What follows belongs to an exercise in optimizing a design on an open flow for small area; a production flow would make more cautious choices. Only simulation tests tie the RTL to the original design; equivalence was not proved.

// FFT16_SEQUENTIAL
module FFT16_SEQUENTIAL(A, Y, CLK, START, DONE, RESET);
input  [31:0] A;
output [31:0] Y;
input         CLK;
input         START;
output        DONE;
input         RESET;
reg [5:0] STATE;
reg       LAST_START;
always @(posedge CLK) begin
    if (RESET) begin
        LAST_START <= 1'b0;
        STATE      <= 6'd0;
    end else begin
        LAST_START <= START;
        case (STATE)
            6'd0:    STATE <= (~LAST_START & START) ? 6'd1 : 6'd0;
            6'd33:   STATE <= 6'd0;
            default: STATE <= STATE + 6'd1;
        endcase
    end
end
assign DONE = (STATE == 6'd18);
reg  [31:0] T [0:3][0:3];
wire [3:0] k    = STATE[3:0];
wire       act  = (STATE[5:4] == 2'b00);
wire       init = act & (STATE[3:2] == 2'b00);
wire [1:0] n    = k[3:2];
wire       g0   = n[0] & k[0];
wire [15:0] xh  = (g0 ? A[15:0]  : A[31:16]) & {16{act}};
wire [15:0] xl  = (g0 ? A[31:16] : A[15:0])  & {16{act}};
wire [31:0] tap [0:3];
genvar b;
generate
    for (b = 0; b < 4; b = b + 1) begin : ph1
        wire [1:0] br = k[1:0] - 2'd2 - b;
        wire [1:0] e  = n * br;
        wire       f  = (b % 2 == 1) ? n[0] : 1'b0;
        wire       sr = (f ? (e[0] ^ e[1]) : e[1]) & act;
        wire       si = (f ? e[1] : (e[0] ^ e[1])) & act;
        wire [31:0] acc = init ? 32'd0 : T[0][b];
        wire [15:0] yr, yi;
        wire [15:0] br_ = xh ^ {16{sr}};
        wire [15:0] bi_ = xl ^ {16{si}};
        wire [16:0] cr_, ci_;
        assign cr_[0] = sr;
        assign ci_[0] = si;
        genvar t;
        for (t = 0; t < 16; t = t + 1) begin : fa_
            FA3 ur (.a(acc[16+t]), .b(br_[t]), .c(cr_[t]), .s(yr[t]), .co(cr_[t+1]));
            FA3 ui (.a(acc[t]),    .b(bi_[t]), .c(ci_[t]), .s(yi[t]), .co(ci_[t+1]));
        end
        assign tap[b] = {yr, yi};
    end
endgenerate
wire        a_p   = (STATE == 6'd15) | (STATE == 6'd17);
wire        a_q   = (STATE == 6'd14) | (STATE == 6'd16);
wire        a_n1  = (STATE == 6'd17);
wire        a_n2  = a_n1 ^ a_q;
wire [31:0] a_in  = a_p ? T[2][0] : T[1][1];
wire [15:0] a_pp  = a_in[31:16];
wire [15:0] a_qq  = a_in[15:0];
wire [15:0] a_d1, a_d2;
wire [15:0] a_p1 = a_pp ^ {16{a_n1}}, a_q1 = a_qq ^ {16{a_n1}};
wire [15:0] a_p2 = a_pp ^ {16{a_n2}}, a_q2 = a_qq ^ {16{a_n2}};
wire dpx1, dpx2;
HA2 dpx1_ha (.a(a_p1[14]), .b(a_p1[9]), .s(dpx1), .co(dpx2));
wire dpx3, dpx4;
  ...
Size in the first run: about 520 flip-flops, ~34,000 um^2 of cells after synthesis.
==> flow/config.mk <==
export PLATFORM = sky130hd
export DESIGN_NAME = FFT16_SEQUENTIAL
export DESIGN_NICKNAME = FFT16_SEQUENTIAL
export VERILOG_FILES = /design/flow/design.v
export SDC_FILE = /design/flow/constraint.sdc
export NUM_CORES = 4
export LEC_CHECK = 0
export CAP_MARGIN = 20
export CORE_MARGIN = 2
export CORE_UTILIZATION = 40
export CTS_CLUSTER_DIAMETER = 80
export CTS_CLUSTER_SIZE = 30
export SLEW_MARGIN = 20
export SYNTH_HIERARCHICAL = 1
==> flow/constraint.sdc <==
create_clock -name core_clock -period 14.0 [get_ports {CLK}]
set_input_delay 2.8000 -clock core_clock [delete_from_list [all_inputs] [get_ports {CLK}]]
set_output_delay 2.8000 -clock core_clock [all_outputs]
set_load 0.01 [all_outputs]
run.sh (not shown) runs the stock make flow with config.mk's settings and CLKGATE_MAP_FILE= SYNTH_SCRIPT=/design/flow/synth_recipe.tcl, a recipe that flattens the netlist after the stock synthesis.
The starting point finished clean.
Next try:
Settings changed: CTS_BUF_LIST set to sky130_fd_sc_hd__clkbuf_8, CTS_CLUSTER_DIAMETER 80 to 60, CTS_CLUSTER_SIZE 30 to 20, SETUP_SLACK_MARGIN set to 0.2.
What happened:
- The changed run completed with no timing, DRC or antenna violations
- final area goes down by 0.46%
- critical path depth goes up by 3
- first-iteration DRC count goes up by 19%
- global-route usage goes up by 0.22 points
- fmax goes up by 2.0%
- wire length barely changes
Next try:
==> flow/flow/run.sh (new file) <==
#!/bin/bash
# Own flow: the standard layout (standard synthesis, floorplan, placement,
# CTS, routing) with one change: the buffers that placement puts on the input
# and output ports are sky130_fd_sc_hd__buf_1 cells. Every port is still buffered.
set -euo pipefail
cd "$(dirname "$0")/.."
export BUFFER_PORTS_ARGS="-buffer_cell sky130_fd_sc_hd__buf_1"
export SETUP_REPAIR_SEQUENCE="unbuffer,sizedown,sizeup,swap"
bash standard.sh > standard_flow.log 2>&1
==> flow/standard.sh (new file) <==
#!/bin/bash
# synth_recipe.tcl (not shown) runs the flow's synth.tcl, then flattens the netlist and writes it again
# the make line also repeats each setting of config.mk as NAME=value (left out here)
make -C /OpenROAD-flow-scripts/flow DESIGN_CONFIG=/design/flow/config.mk WORK_HOME=/design/flow/orfs CLKGATE_MAP_FILE= SYNTH_SCRIPT=/design/flow/synth_recipe.tcl "${@:-finish}"
Settings changed: CTS_BUF_LIST sky130_fd_sc_hd__clkbuf_8 to not set, CTS_CLUSTER_DIAMETER 60 to 80, CTS_CLUSTER_SIZE 20 to 30.
removed: flow/run.sh
Cell area is lower by 1.2%; setup slack degrades by 23 ps; global-route usage went down by 0.22 points.
Next try:
==> flow/run.sh (new file) <==
#!/bin/bash
# synth_recipe.tcl (not shown) runs the flow's synth.tcl, then flattens the netlist and writes it again
# the make line also repeats each setting of config.mk as NAME=value (left out here)
make -C /OpenROAD-flow-scripts/flow DESIGN_CONFIG=/design/flow/config.mk WORK_HOME=/design/flow/orfs CLKGATE_MAP_FILE= SYNTH_SCRIPT=/design/flow/synth_recipe.tcl finish
Settings changed: CORE_UTILIZATION 40 to 30.
removed: flow/flow/run.sh
removed: flow/standard.sh
Count of clock-buffer cells in the layout rises by 4.
Cell area rises by 3.2%.
Fmax falls by 0.35%.
Synthesized area stays the same.
Non-clock buffer count falls by 5.
Die area rises by 33%.
Wire length rises by 0.77%.
Global-route usage falls by 5.2 points.
Flip-flop and latch count stays the same.

* * *

Starting RTL as in the previous note.
make LEC_CHECK=0 CAP_MARGIN=20 CORE_MARGIN=2 CORE_UTILIZATION=40 CTS_CLUSTER_DIAMETER=80 CTS_CLUSTER_SIZE=30 SETUP_SLACK_MARGIN=0.2 SLEW_MARGIN=20 SYNTH_HIERARCHICAL=1 finish   # period 14.0 ns
Stock flow here: none of the scripts above is used.
Then changed:
--- a/flow/config.mk
+++ b/flow/config.mk
@@ -13 +13 @@
-export SETUP_SLACK_MARGIN = 0.2
+export SETUP_SLACK_MARGIN = 0.4
After rerunning: Global-route usage is about the same. Via count barely changes. Routed wire length went up slightly. Synthesized cell count does not change. Register-to-register slack hardly moves. Non-clock buffer count went up by 3. Hold slack gets better by 0.015 ns. Final area went up slightly. Clock skew went down by 0.0033 ns.
Then changed:
--- a/flow/config.mk
+++ b/flow/config.mk
@@ -10,0 +11 @@
+export CTS_BUF_LIST = sky130_fd_sc_hd__clkbuf_8 sky130_fd_sc_hd__clkbuf_16
@@ -13 +14 @@
-export SETUP_SLACK_MARGIN = 0.4
+export SETUP_SLACK_MARGIN = 0.2
=> Die area stays the same; via count barely changes; routed wire length falls slightly; count of clock-buffer cells in the layout falls by 4; cell count stays flat; register-to-register slack is about the same.
Then changed:
--- a/flow/config.mk
+++ b/flow/config.mk
@@ -11 +10,0 @@
-export CTS_BUF_LIST = sky130_fd_sc_hd__clkbuf_8 sky130_fd_sc_hd__clkbuf_16
@@ -13,0 +13 @@
+export PLACE_DENSITY = 0.7
After rerunning:
- The changed run finished clean
- routed wire length goes down by 5.4%
- count of clock-buffer cells in the layout goes up by 2
- design area stays flat
- worst hold slack is about the same
- non-clock buffer count goes down by 3
- core utilization stays flat

* * *

== 03-27 ==
Another version of the RTL of FFT16_SEQUENTIAL (not shown whole).
Size: about 520 flip-flops, about 68 I/O pins, about 0.035 mm2 of cells after synthesis.
clock: 14.0 ns
lec_check: 0
cap_margin: 0
core_margin: 2
core_utilization: 40
cts_cluster_diameter: 80
cts_cluster_size: 30
gpl_timing_driven: 0
slew_margin: 0
synth_hierarchical: 1
03-27 finished every stage; the final checks, however, were not passed, the failures being setup timing.
Input changes introduced in 08-03 (baseline for comparison: 03-27):
Settings: changing SLEW_MARGIN from 0 to 20; changing CAP_MARGIN from 0 to 20; changing CTS_CLUSTER_SIZE from 30 to 34; removing GPL_TIMING_DRIVEN (formerly 0).
==> comparison <==
08-03 | status: complete | timing, DRC, antenna: pass
Maximum fanout along the worst path on 08-03 is up relative to 03-27.
Run comparison: 08-03 worst setup path endpoint T[9][14]$_DFF_P_; 03-27 worst setup path endpoint T[12][31]$_DFF_P_
Against 03-27, met2 wirelength from detailed routing in 08-03 fell by more than 10%.
Wire length improves in 08-03 relative to 03-27.
Worst setup slack after layout ends up lower on 03-27.
03-27 vs 08-03, origin of the worst setup path: STATE[1]$_SDFF_PP0_ vs STATE[4]$_SDFF_PP0_

* * *

run 1:
FFT16_SEQUENTIAL with an RTL version that a note above also has.
For scale: about 520 flip-flops, roughly 68 I/O pins, about 34000 µm² of cells after synthesis.
export LEC_CHECK = 0
export CAP_MARGIN = 20
export CORE_MARGIN = 2
export CORE_UTILIZATION = 40
export CTS_CLUSTER_DIAMETER = 80
export CTS_CLUSTER_SIZE = 30
export SETUP_SLACK_MARGIN = 0.2
export SLEW_MARGIN = 20
export SYNTH_HIERARCHICAL = 1
create_clock -name core_clock -period 14.0 [get_ports {CLK}]
standard.sh (not shown) runs the stock make flow with config.mk's settings and CLKGATE_MAP_FILE= SYNTH_SCRIPT=/design/flow/synth_recipe.tcl, a recipe that flattens the netlist after the stock synthesis.
==> flow/flow/run.sh <==
#!/bin/bash
set -euo pipefail
cd "$(dirname "$0")/.."
export BUFFER_PORTS_ARGS="-buffer_cell sky130_fd_sc_hd__buf_1"
bash standard.sh synth > standard_synth.log 2>&1
export DONT_USE_CELLS="sky130_fd_sc_hd__buf_4 sky130_fd_sc_hd__buf_6 sky130_fd_sc_hd__buf_8 sky130_fd_sc_hd__buf_12 sky130_fd_sc_hd__buf_16"
bash standard.sh > standard_flow.log 2>&1
Input changes introduced in run 2 (baseline for comparison: run 1):
- changing CORE_UTILIZATION from 40 to 50
==> flow/run.sh (new file) <==
#!/bin/bash
# synth_recipe.tcl (not shown) runs the flow's synth.tcl, then flattens the netlist and writes it again
# the make line also repeats each setting of config.mk as NAME=value (left out here)
make -C /OpenROAD-flow-scripts/flow DESIGN_CONFIG=/design/flow/config.mk WORK_HOME=/design/flow/orfs CLKGATE_MAP_FILE= SYNTH_SCRIPT=/design/flow/synth_recipe.tcl finish
removed: flow/flow/run.sh
removed: flow/standard.sh
## What came out
Of run 1 and run 2, the run reporting the lower critical path data required time was run 2. [compare] base=run 1 new=run 2: cell area increased 310 µm², utilization after layout increased 11 points, final setup slack of the worst path decreased 0.13 ns, ratio of cells with drive above 1 in the final layout increased 0.39 points. The global routing usage summed across all routing layers number comes out lower for run 1 vs run 2. For the global-route track usage on met1, run 2 came in 7.4 points higher than run 1 did. Side by side, overall routed net length turned out lower in run 2 than in run 1.
For run 3, these inputs were changed with respect to run 2:
- changing CORE_UTILIZATION from 50 to 40
==> flow/flow/run.sh (new file) <==
#!/bin/bash
# Own flow: the standard layout (standard synthesis, floorplan, placement,
# CTS, routing) with one change: the buffers that placement puts on the input
# and output ports are sky130_fd_sc_hd__buf_1 cells. Every port is still buffered.
set -euo pipefail
cd "$(dirname "$0")/.."
export BUFFER_PORTS_ARGS="-buffer_cell sky130_fd_sc_hd__buf_1"
bash standard.sh > standard_flow.log 2>&1
==> flow/standard.sh (new file) <==
#!/bin/bash
# synth_recipe.tcl (not shown) runs the flow's synth.tcl, then flattens the netlist and writes it again
# the make line also repeats each setting of config.mk as NAME=value (left out here)
make -C /OpenROAD-flow-scripts/flow DESIGN_CONFIG=/design/flow/config.mk WORK_HOME=/design/flow/orfs CLKGATE_MAP_FILE= SYNTH_SCRIPT=/design/flow/synth_recipe.tcl "${@:-finish}"
removed: flow/run.sh
### Flow results
When run 3 is set beside run 2, its synthesis-to-finish area growth turns out to be 0.92 points smaller.
Run 3 vs run 2, start-to-end type of the worst setup path: flop to flop vs flop to output pin
Re utilization: run 3 is 11 points down on run 2.
From run 2 to run 3 the numbers moved as follows: wire length of the first global-routing pass increased about 1.7%; slack of the critical path went up; global router's overall resource usage dropped 4.6 points; wire length up about 1%.
[inputs] run 4 vs run 3
- SETUP_SLACK_MARGIN now 0.1, was 0.2
==> flow/run.sh (new file) <==
#!/bin/bash
# synth_recipe.tcl (not shown) runs the flow's synth.tcl, then flattens the netlist and writes it again
# the make line also repeats each setting of config.mk as NAME=value (left out here)
make -C /OpenROAD-flow-scripts/flow DESIGN_CONFIG=/design/flow/config.mk WORK_HOME=/design/flow/orfs CLKGATE_MAP_FILE= SYNTH_SCRIPT=/design/flow/synth_recipe.tcl finish
removed: flow/flow/run.sh
removed: flow/standard.sh
--- outcome ---
- Utilization delta for run 4 relative to run 3: 0.46 points higher
- Between run 4 and run 3, the worst setup slack after layout is lower for run 4.
- Run 3 -> run 4: gate count of the mapped netlist delta 0, exact match
- Run 4 vs run 3: met2 layer wire length in the routed design down by a few percent
- Going from run 3 to run 4, count of clock-buffer cells in the layout shrank by a little under 10%.

[port drivers added, routing unchanged]
No port has a modelled driver above. Below, the same layouts with a new extraction and two added sets of constraints.
Step 1 assumes that a clkbuf_16 drives the clock port and a buf_2 every other input.
Step 2 times the ports against the registers' clock, not the clock port: input delays grow and output delays shrink by t, the midpoint of the rising clock arrivals with the driver on.
Slacks: ideal / step 1 / step 2; pairs: ideal / step 1.
run | shift t [ns] | slack for setup (ns) | slew at the worst register clock pin (ns) | worst slew at a driven data input, ns | pins driven straight from the clock port
the first run of note 1 | 0.625 | 0.130 / 0.130 / 0.130 | 0.11 / 0.11 | 0.04 | 1
the second run of note 1 | 0.668 | 0.404 / 0.404 / 0.404 | 0.12 / 0.12 | 0.04 | 1
the third run of note 1 | 0.636 | 0.382 / 0.382 / 0.382 | 0.11 / 0.11 | 0.04 | 1
the fourth run of note 1 | 0.670 | 0.333 / 0.270 / 0.333 | 0.11 / 0.11 | 0.07 | 1
the first run of note 2 | 0.618 | 0.402 / 0.402 / 0.402 | 0.11 / 0.11 | 0.04 | 1
the second run of note 2 | 0.637 | 0.393 / 0.393 / 0.393 | 0.11 / 0.11 | 0.04 | 1
the third run of note 2 | 0.618 | 0.402 / 0.402 / 0.402 | 0.11 / 0.11 | 0.04 | 1
the fourth run of note 2 | 0.632 | 0.410 / 0.410 / 0.410 | 0.12 / 0.12 | 0.04 | 1
03-27 | 0.631 | -0.130 / -0.130 / -0.130 | 0.11 / 0.11 | 0.05 | 1
08-03 | 0.635 | 0.132 / 0.132 / 0.132 | 0.12 / 0.12 | 0.04 | 1
run 1 | 0.636 | 0.382 / 0.382 / 0.382 | 0.11 / 0.11 | 0.04 | 1
run 2 | 0.651 | 0.250 / 0.191 / 0.324 | 0.11 / 0.11 | 0.07 | 1
run 3 | 0.636 | 0.382 / 0.382 / 0.382 | 0.11 / 0.11 | 0.04 | 1
run 4 | 0.626 | 0.206 / 0.186 / 0.206 | 0.11 / 0.11 | 0.05 | 1
